What follows belongs to an exercise in optimizing a design on an open flow for small area, a short achievable clock period and few clock cycles per item; a production flow would make more cautious choices. The RTL of this run was laid out without a check of its function.

<file path="flow/config.mk">
export PLATFORM = sky130hd
export DESIGN_NAME = collision
export DESIGN_NICKNAME = collision
export VERILOG_FILES = /design/flow/design.v
export SDC_FILE = /design/flow/constraint.sdc
export NUM_CORES = 4
export LEC_CHECK = 0
export CAP_MARGIN = 20
export CORE_MARGIN = 2
export CORE_UTILIZATION = 40
export SLEW_MARGIN = 20
</file>
<file path="flow/constraint.sdc">
create_clock -name core_clock -period 10.0 [get_ports {clk}]
set_input_delay 2.0000 -clock core_clock [delete_from_list [all_inputs] [get_ports {clk}]]
set_output_delay 2.0000 -clock core_clock [all_outputs]
set_load 0.01 [all_outputs]
</file>
<file path="flow/design.v">
`timescale 1ns / 1ps
module collision(clk, rst, data_in_x, data_in_y, data_in_z, collision_detect, done_valid);
  input clk, rst;
  input signed [9:0] data_in_x, data_in_y, data_in_z;
  output reg collision_detect, done_valid;
  reg [29:0] r [0:15];
  reg [3:0] idx;
  reg loading;
  integer i;
  always @(posedge clk) begin
    r[0] <= loading ? {data_in_z, data_in_y, data_in_x} : r[15];
    for (i = 1; i < 16; i = i + 1) r[i] <= r[i-1];
  end
  always @(posedge clk) begin
    if (rst) begin
      idx <= 4'd15;
      loading <= 1'b1;
    end else begin
      idx <= idx + 4'd1;
      if (idx == 4'd14) loading <= 1'b0;
    end
  end
  reg prime;    
  function lt10(input [9:0] a, input [9:0] b, input pr);
    reg am, bm;
    begin
      am = (a == 10'h200);
      bm = (b == 10'h200);
      if (pr) lt10 = (bm & ~am) | (~am & ~bm & ($signed(a) < $signed(b)));
      else    lt10 = $signed(a) < $signed(b);
    end
  endfunction
  reg [9:0] amax [0:2], amin [0:2], bmax [0:2], bmin [0:2], smax [0:2], smin [0:2];
  wire [29:0] r0 = r[0];
  wire [29:0] r8 = r[8];
  genvar g;
  generate for (g = 0; g < 3; g = g + 1) begin : st
    wire [9:0] v = r0[10*g +: 10];
    wire [9:0] u = r8[10*g +: 10];
    wire uv = lt10(u, v, prime);
    wire [9:0] hi = uv ? v : u;
    wire [9:0] lo = uv ? u : v;
    always @(posedge clk) begin
      if (idx == 4'd0) begin
        amax[g] <= v; amin[g] <= v;
        smax[g] <= v; smin[g] <= v;
      end else if (idx < 4'd8) begin
        if (lt10(amax[g], v, prime)) amax[g] <= v;
        if (lt10(v, amin[g], prime)) amin[g] <= v;
      end
      if (idx == 4'd8) begin
        bmax[g] <= v; bmin[g] <= v;
      end else if (idx > 4'd8) begin
        if (lt10(bmax[g], v, prime)) bmax[g] <= v;
        if (lt10(v, bmin[g], prime)) bmin[g] <= v;
        if (u != v) begin
          if (lt10(smax[g], hi, prime)) smax[g] <= hi;
          if (lt10(lo, smin[g], prime)) smin[g] <= lo;
        end
      end
    end
    wire [11:0] xs = {{2{amax[g][9]}}, amax[g]} - {{2{amin[g][9]}}, amin[g]}
                   + {{2{bmax[g][9]}}, bmax[g]} - {{2{bmin[g][9]}}, bmin[g]};
    wire [11:0] ys = {{2{smax[g][9]}}, smax[g]} - {{2{smin[g][9]}}, smin[g]};
  end endgenerate
  wire [2:0] sep_comb;
  assign sep_comb[0] = $signed(st[0].xs) < $signed(st[0].ys);
  assign sep_comb[1] = $signed(st[1].xs) < $signed(st[1].ys);
  assign sep_comb[2] = $signed(st[2].xs) < $signed(st[2].ys);
  reg [29:0] ev [0:2], fv [0:2];
  wire [1:0] dk = idx[1:0];
  wire [29:0] rk = (dk == 2'd1) ? r[1] : (dk == 2'd2) ? r[2] : r[3];
  wire [29:0] dd;
  assign dd[9:0]   = r0[9:0]   - rk[9:0];
  assign dd[19:10] = r0[19:10] - rk[19:10];
  assign dd[29:20] = r0[29:20] - rk[29:20];
  wire ld_ef = (idx[2:0] != 3'd0) && (idx[2] == 1'b0) && (dk != 2'd0);
  always @(posedge clk) begin
    if (ld_ef) begin
      if (!idx[3]) ev[dk-2'd1] <= dd; else fv[dk-2'd1] <= dd;
    end
  end
  reg [3:0] xcnt;             
  reg [8:0] need_y, need_z;   
  reg [2:0] fast_use;         
  reg [8:0] big;              
  reg [3:0] st_s;             
  reg [3:0] sn;               
  reg [1:0] sc;               
  function [3:0] low9(input [8:0] m);
    integer t;
    begin
      low9 = 4'd0;
      for (t = 8; t >= 0; t = t - 1) if (m[t]) low9 = t[3:0];
    end
  endfunction
  wire x_go = (xcnt != 4'd0 || (idx == 4'd10 && loading)) && xcnt < 4'd9;
  wire [3:0] ny = low9(need_y);
  wire [3:0] nz = low9(need_z);
  reg iss;
  reg [3:0] in_n;
  reg [1:0] in_c;
  always @(*) begin
    iss = 1'b0; in_n = xcnt; in_c = 2'd0;
    if (st_s == 4'd1) begin
      iss = 1'b1; in_n = sn; in_c = sc;
    end else if (st_s == 4'd0) begin
      if (x_go) begin
        iss = 1'b1; in_n = xcnt; in_c = 2'd0;
      end else if (need_y != 9'd0) begin
        iss = 1'b1; in_n = ny; in_c = 2'd1;
      end else if (need_z != 9'd0) begin
        iss = 1'b1; in_n = nz; in_c = 2'd2;
      end
    end
  end
  reg [1:0] ia, ib;
  always @(*) begin
    case (in_n)
      4'd0: begin ia = 2'd0; ib = 2'd0; end
      4'd1: begin ia = 2'd1; ib = 2'd0; end
      4'd2: begin ia = 2'd2; ib = 2'd0; end
      4'd3: begin ia = 2'd0; ib = 2'd1; end
      4'd4: begin ia = 2'd1; ib = 2'd1; end
      4'd5: begin ia = 2'd2; ib = 2'd1; end
      4'd6: begin ia = 2'd0; ib = 2'd2; end
      4'd7: begin ia = 2'd1; ib = 2'd2; end
      default: begin ia = 2'd2; ib = 2'd2; end
    endcase
  end
  wire [29:0] e = ev[ia];
  wire [29:0] f = fv[ib];
  reg signed [9:0] m1a, m1b, m2a, m2b;
  always @(*) begin
    case (in_c)
      2'd0:    begin m1a = e[19:10]; m1b = f[29:20]; m2a = f[19:10]; m2b = e[29:20]; end
      2'd1:    begin m1a = e[29:20]; m1b = f[9:0];   m2a = f[29:20]; m2b = e[9:0];   end
      default: begin m1a = e[9:0];   m1b = f[19:10]; m2a = f[9:0];   m2b = e[19:10]; end
    endcase
  end
  reg [18:0] p1, p2;
  reg rv;
  reg [3:0] rn;
  reg [1:0] rc;
  always @(posedge clk) begin
    p1 <= m1a * m1b;
    p2 <= m2a * m2b;
    rn <= in_n;
    rc <= in_c;
  end
  wire [18:0] k = p1 - p2;
  wire kz = (k == 19'd0);
  wire kfast = (k[18:16] == 3'b000) || (k[18:16] == 3'b111);
  reg statfin, stats_rdy, finished;
  reg [2:0] sepreg;
  wire [2:0] sep_use = stats_rdy ? sepreg : sep_comb;
  wire sepany = statfin && ((sep_use & fast_use) != 3'd0);
  wire cross_done = (xcnt == 4'd9) && need_y == 9'd0 && need_z == 9'd0 && !rv;
  reg [18:0] sh;
  reg neg, seen, lt;
  reg [4:0] bc;
  reg [11:0] xr, yr;
  reg [12:0] acca, accb;
  wire sb = (bc < 5'd19) && (neg ? (sh[0] ^ seen) : sh[0]);
  wire [12:0] na = acca + (sb ? {1'b0, xr} : 13'd0);
  wire [12:0] nb = accb + (sb ? {1'b0, yr} : 13'd0);
  always @(posedge clk) begin
    if (rst) begin
      xcnt <= 4'd0; need_y <= 9'd0; need_z <= 9'd0; fast_use <= 3'd0; big <= 9'd0;
      rv <= 1'b0; statfin <= 1'b0; stats_rdy <= 1'b0; finished <= 1'b0;
      done_valid <= 1'b0; collision_detect <= 1'b0; st_s <= 4'd0; prime <= 1'b0;
      sepreg <= 3'd0;
    end else begin
      done_valid <= 1'b0;
      if (ld_ef && dd[9:0] != 10'd0 && !(idx[3] && dk == 2'd1)) fast_use[0] <= 1'b1;
      rv <= iss;
      if (st_s == 4'd0) begin
        if (x_go) xcnt <= xcnt + 4'd1;
        else if (need_y != 9'd0) need_y[ny] <= 1'b0;
        else if (need_z != 9'd0) need_z[nz] <= 1'b0;
      end
      if (rv && st_s == 4'd0) begin
        if (kz) begin
          if (rc == 2'd0) need_y[rn] <= 1'b1;
          else if (rc == 2'd1) need_z[rn] <= 1'b1;
        end else if (kfast) fast_use[rc] <= 1'b1;
        else big[rn] <= 1'b1;
      end
      if (idx == 4'd15 && !loading) statfin <= 1'b1;
      if (statfin && !stats_rdy) begin
        stats_rdy <= 1'b1;
        sepreg <= sep_comb;
      end
      case (st_s)
        4'd0: if (!finished && statfin) begin
          if (sepany) begin
            done_valid <= 1'b1; collision_detect <= 1'b0; finished <= 1'b1;
          end else if (cross_done) begin
            if (big == 9'd0) begin
              done_valid <= 1'b1; collision_detect <= 1'b1; finished <= 1'b1;
            end else begin
              st_s <= 4'd1; sn <= low9(big); sc <= 2'd0;
            end
          end
        end
        4'd1: st_s <= 4'd2;                      
        4'd2: begin                              
          if (kz) begin
            sc <= sc + 2'd1; st_s <= 4'd1;
          end else begin
            sh <= k; neg <= k[18]; st_s <= 4'd3;
          end
        end
        4'd3: if (idx == 4'd15) begin            
          prime <= (sh == 19'h40000);
          st_s <= 4'd4;
        end
        4'd4: if (idx == 4'd15) st_s <= 4'd5;    
        4'd5: begin                              
          prime <= 1'b0;
          xr <= (sc == 2'd0) ? st[0].xs : (sc == 2'd1) ? st[1].xs : st[2].xs;
          yr <= (sc == 2'd0) ? st[0].ys : (sc == 2'd1) ? st[1].ys : st[2].ys;
          acca <= 13'd0; accb <= 13'd0; bc <= 5'd0; seen <= 1'b0; lt <= 1'b0;
          st_s <= 4'd6;
        end
        4'd6: begin                              
          acca <= na >> 1;
          accb <= nb >> 1;
          sh <= sh >> 1;
          seen <= seen | sh[0];
          if (na[0] != nb[0]) lt <= (bc == 5'd27) ? na[0] : nb[0];
          bc <= bc + 5'd1;
          if (bc == 5'd27) st_s <= 4'd7;
        end
        4'd7: begin
          if (lt) begin
            done_valid <= 1'b1; collision_detect <= 1'b0; finished <= 1'b1; st_s <= 4'd8;
          end else begin
            big[sn] <= 1'b0;
            st_s <= 4'd9;
          end
        end
        4'd9: begin
          if (big == 9'd0) begin
            done_valid <= 1'b1; collision_detect <= 1'b1; finished <= 1'b1; st_s <= 4'd8;
          end else begin
            st_s <= 4'd1; sn <= low9(big); sc <= 2'd0;
          end
        end
        default: ;
      endcase
    end
  end
endmodule
</file>
<file path="flow/run.sh">
#!/bin/bash
# synth_recipe.tcl (not shown) runs the flow's synth.tcl, then flattens the netlist and writes it again
# the make line also repeats each setting of config.mk as NAME=value (left out here)
make -C /OpenROAD-flow-scripts/flow DESIGN_CONFIG=/design/flow/config.mk WORK_HOME=/design/flow/orfs CLKGATE_MAP_FILE= SYNTH_SCRIPT=/design/flow/synth_recipe.tcl finish
</file>
==> run summary <==
==> per-layer routing <==
layer | share of wire, % | vias to the layer above
met3 | 4.9 | 193
met1 | 46 | 17300
li1 | - | 17231
met2 | 46 | 852
met4 | 2.9 | 0
met5 | 0 | -
==> cells in the final DEF (no fill, tap or decap), types with 34 or more instances in the layout <==
cell	instances
a21o_1	107
a21oi_1	351
a31oi_1	34
and2_1	42
buf_4	86
clkbuf_16	110
dfxtp_1	636
edfxtp_1	380
fa_1	246
ha_1	486
inv_1	533
mux2_2	63
mux2i_1	159
nand2_1	187
nand2b_1	87
nand3_1	49
nand4_1	42
nor2_1	451
nor2b_1	85
nor3_1	52
nor4_1	37
o21a_1	59
o21ai_0	182
o21bai_1	43
or2_2	64
xnor2_1	124
xor2_1	39
==> worst max-delay path: cells and delay by family, from the launching register on <==
family / cells / cell delay (ns)
simple gates: 8 / 2.07
xor+xnor: 1 / 0.13
mux: 2 / 0.32
fa+ha+maj: 7 / 3.06
flops: 1 / 0.33
compound gates: 15 / 2.81
buf+inv: 5 / 0.46
==> cell type report <==
| type | instances | area, um^2 |
|---|---|---|
| clock inverter | 69 | 856 |
| tap | 1755 | 2200 |
| multi-input combinational | 3261 | 26600 |
| fill | 12354 | 71900 |
| clock buffer | 132 | 2990 |
| timing repair buffer | 122 | 1030 |
| inverter | 535 | 2010 |
| sequential | 1017 | 24200 |
==> through the flow <==
stage | utilization [%] | setup WS, ns
6_report | 45.4 | 0.692
5_1_grt | 45.4 | 0.0575
4_1_cts | 45.4 | 0.380
3_5_place_dp | 42.5 | 0.457
3_3_place_gp | 42.5 | 0.634
2_1_floorplan | - | 1.44
==> sequential cells by signal, indices dropped and copies added (netlist names), 11 cells and up <==
register / count
r: 480
yr: 11
p2: 19
ev: 90
xr: 12
smax: 30
smin: 30
p1: 19
bmax: 30
acca: 12
sh: 19
amax: 30
accb: 12
bmin: 30
amin: 30
fv: 90
==> worst min-delay path by stage <==
stage / start / endpoint / slack, ns / cells after the start
after detailed placement: r[11][1] / r[12][1] / 0.31 / 0
after global routing: r[9][21] / r[10][21] / 0.33 / 0
after global placement: r[10][19] / r[11][19] / 0.31 / 0
after CTS: r[10][19] / r[11][19] / 0.32 / 0
after floorplan: r[9][0] / r[10][0] / 0.31 / 0
final: r[4][3] / r[5][3] / 0.32 / 0
==> logic make-up after synthesis <==
family	Yosys count	share of synthesized area (%)
and+or+nand+nor	1193	11.0
DFF	1017	45.4
AOI/OAI and AO/OA	941	10.9
adders and majority gates	734	20.7
buffers and inverters	658	4.76
muxes	226	4.42
xor gates and xnor gates	167	2.75
==> impl_metrics.csv <==
group,metric,value,unit
die,num_rows,133,
synth,ys_types,86,
worst_setup_path,r2r_end,"p2[17]",
final_layout,layout.nets,5809,
worst_setup_path,cp_common_cell,"a21oi_1",
worst_setup_path,r2r_start,"need_z[2]",
sta,hold_viol,0,
route,num_vias,35576,
placement,dp_cells,6690,
synth,syn-mean-instance-area,10.8,um^2
sta,timing.fmax,0.107,GHz
final_layout,fin_cells,6891,
cts,cts_tree,"done",
worst_setup_path,crit_required,10.63,ns
die,core,132000,um^2
worst_setup_path,cp.arrival,9.94,ns
worst_setup_path,crit_start,"need_z[2]",
final_layout,diodes,0,
global_route,grt_pass1_wl,207000,um
synth,ys.flop_type,"dfxtp_1",
placement,place.gp.congestion,0.906,
sta,fin_crit_sh,93.1,%
cts,cts.htree.levels,3,
route,final_antenna_net_count,0,
global_route,grt_util_met2,32.1,%
synth,synthArstFlopShare,0,%
worst_setup_path,path_max_fanout,27,
synth,synthTopCellsByArea,"dfxtp_1 24%, edfxtp_1 21%, ha_1 11%",
sta,tns,0,ns
run,cap_violations,0,
sta,slew_viol_final,0,
worst_setup_path,cp-endpoint,"p2[17]",
cts,clock_latency,0.73,ns
worst_setup_path,crit_type,"reg2reg",
route,first_pass_iters,5,
placement,io_buffers,33,
route,drt_iter0_drc,2529,
worst_setup_path,slowest_delay,0.69,ns
worst_setup_path,r2r_slack,0.69,ns
worst_setup_path,r2r_cells,38,
cts,cts-hold-fix-buffers,0,
die,start_util,40.4,%
global_route,first_global_vias,35615,
die,dieWidth,369,um
synth,synth_area_leader_cell,"dfxtp_1",
global_route,grtUsageMet1,26.7,%
global_route,antenna_found_initial,3,
synth,yosysWarnings,8,
sta,fin_crit,9.31,ns
cts,cts_sinks,1017,
placement,place_area,56000,um^2
synth,syn_nets,5702,
cts,clkTransAtPathRegs,0.06,ns
placement,hpwl,98100,um
synth,synthCells,4936,
sta,maxSlewHeadroom,20.3,%
sta,hold_ws,0.318,ns
synth,synthTopCellsByCount,"637 x dfxtp_1, 533 x inv_1, 488 x ha_1, 455 x nor2_1, 380 x edfxtp_1",
synth,ys_seq_area_share,45.4,%
synth,synthesis.area,53200,um^2
global_route,use_met3,2.69,%
cts,cts-root-buf,"clkbuf_16",
route,vias_per_cell,5.16,
sta,fin_skew,0.0405,ns
die,die_h,369,um
final_layout,drive_above_1_share,8.82,%
synth,synth-edff-count,380,
sta,tightest_slew,1.19,ns
cts,cts_resized,0,
worst_setup_path,slowest_stage,"a21oi_1",
synth,yosysMostFrequentCell,"dfxtp_1",
route,wirelength,132000,um
worst_setup_path,startpoint_type,"flop",
route,routedWlPerCell,19.2,um
cts,postCtsSetupBuffers,0,
route,drcViolationCount,0,
global_route,grtUsageTotal,19.5,%
sta,rsz0062_at_grt,"false",
synth,ys_ff_latch,1017,
cts,clockBufferDepth,3,
cts,cts_made_buffers,106,
synth,synth.top_cell.area_share,24.0,%
sta,setup_viol,0,
die,die_area,136000,um^2
status,status,"finished clean",
final_layout,finish.instance_area,59900,um^2
global_route,grt_max_degree,69,
hold_path,hold_class,"reg2reg",
final_layout,syn2layout_area_growth,12.6,%
worst_setup_path,cp-end-kind,"flop",
global_route,globalRouteOverflowTotal,0,
global_route,top_usage_layer,"met2",
die,io_pins,34,

[port drivers added, routing unchanged]
Ports are ideal in the flow. The routed layout listed here was re-timed in OpenROAD. Step 1: set_driving_cell puts a clkbuf_16 on clk and a buf_2 on each other input, an assumption about the parent block. Step 2 adds t to the input delays and takes it off the output delays; t is the mean of the earliest and latest rising clock arrival at the registers after step 1. Input paths then give back, and output paths get back, about the clock's delay inside the block. Three values: ideal ports, drivers, drivers and shift; two values: the first two.
shift t [ns]: 0.792
setup WS [ns]: 0.692 / 0.692 / 0.692
worst hold slack (ns): 0.318 / 0.318 / 0.318
worst data-port slew with drivers (ns): 0.05
cell pins on the clock port's net: 1
After both steps setup and hold are still met in this run. The setup slack of this run moves by 0.000 ns with the drivers and by 0.000 ns with both steps.
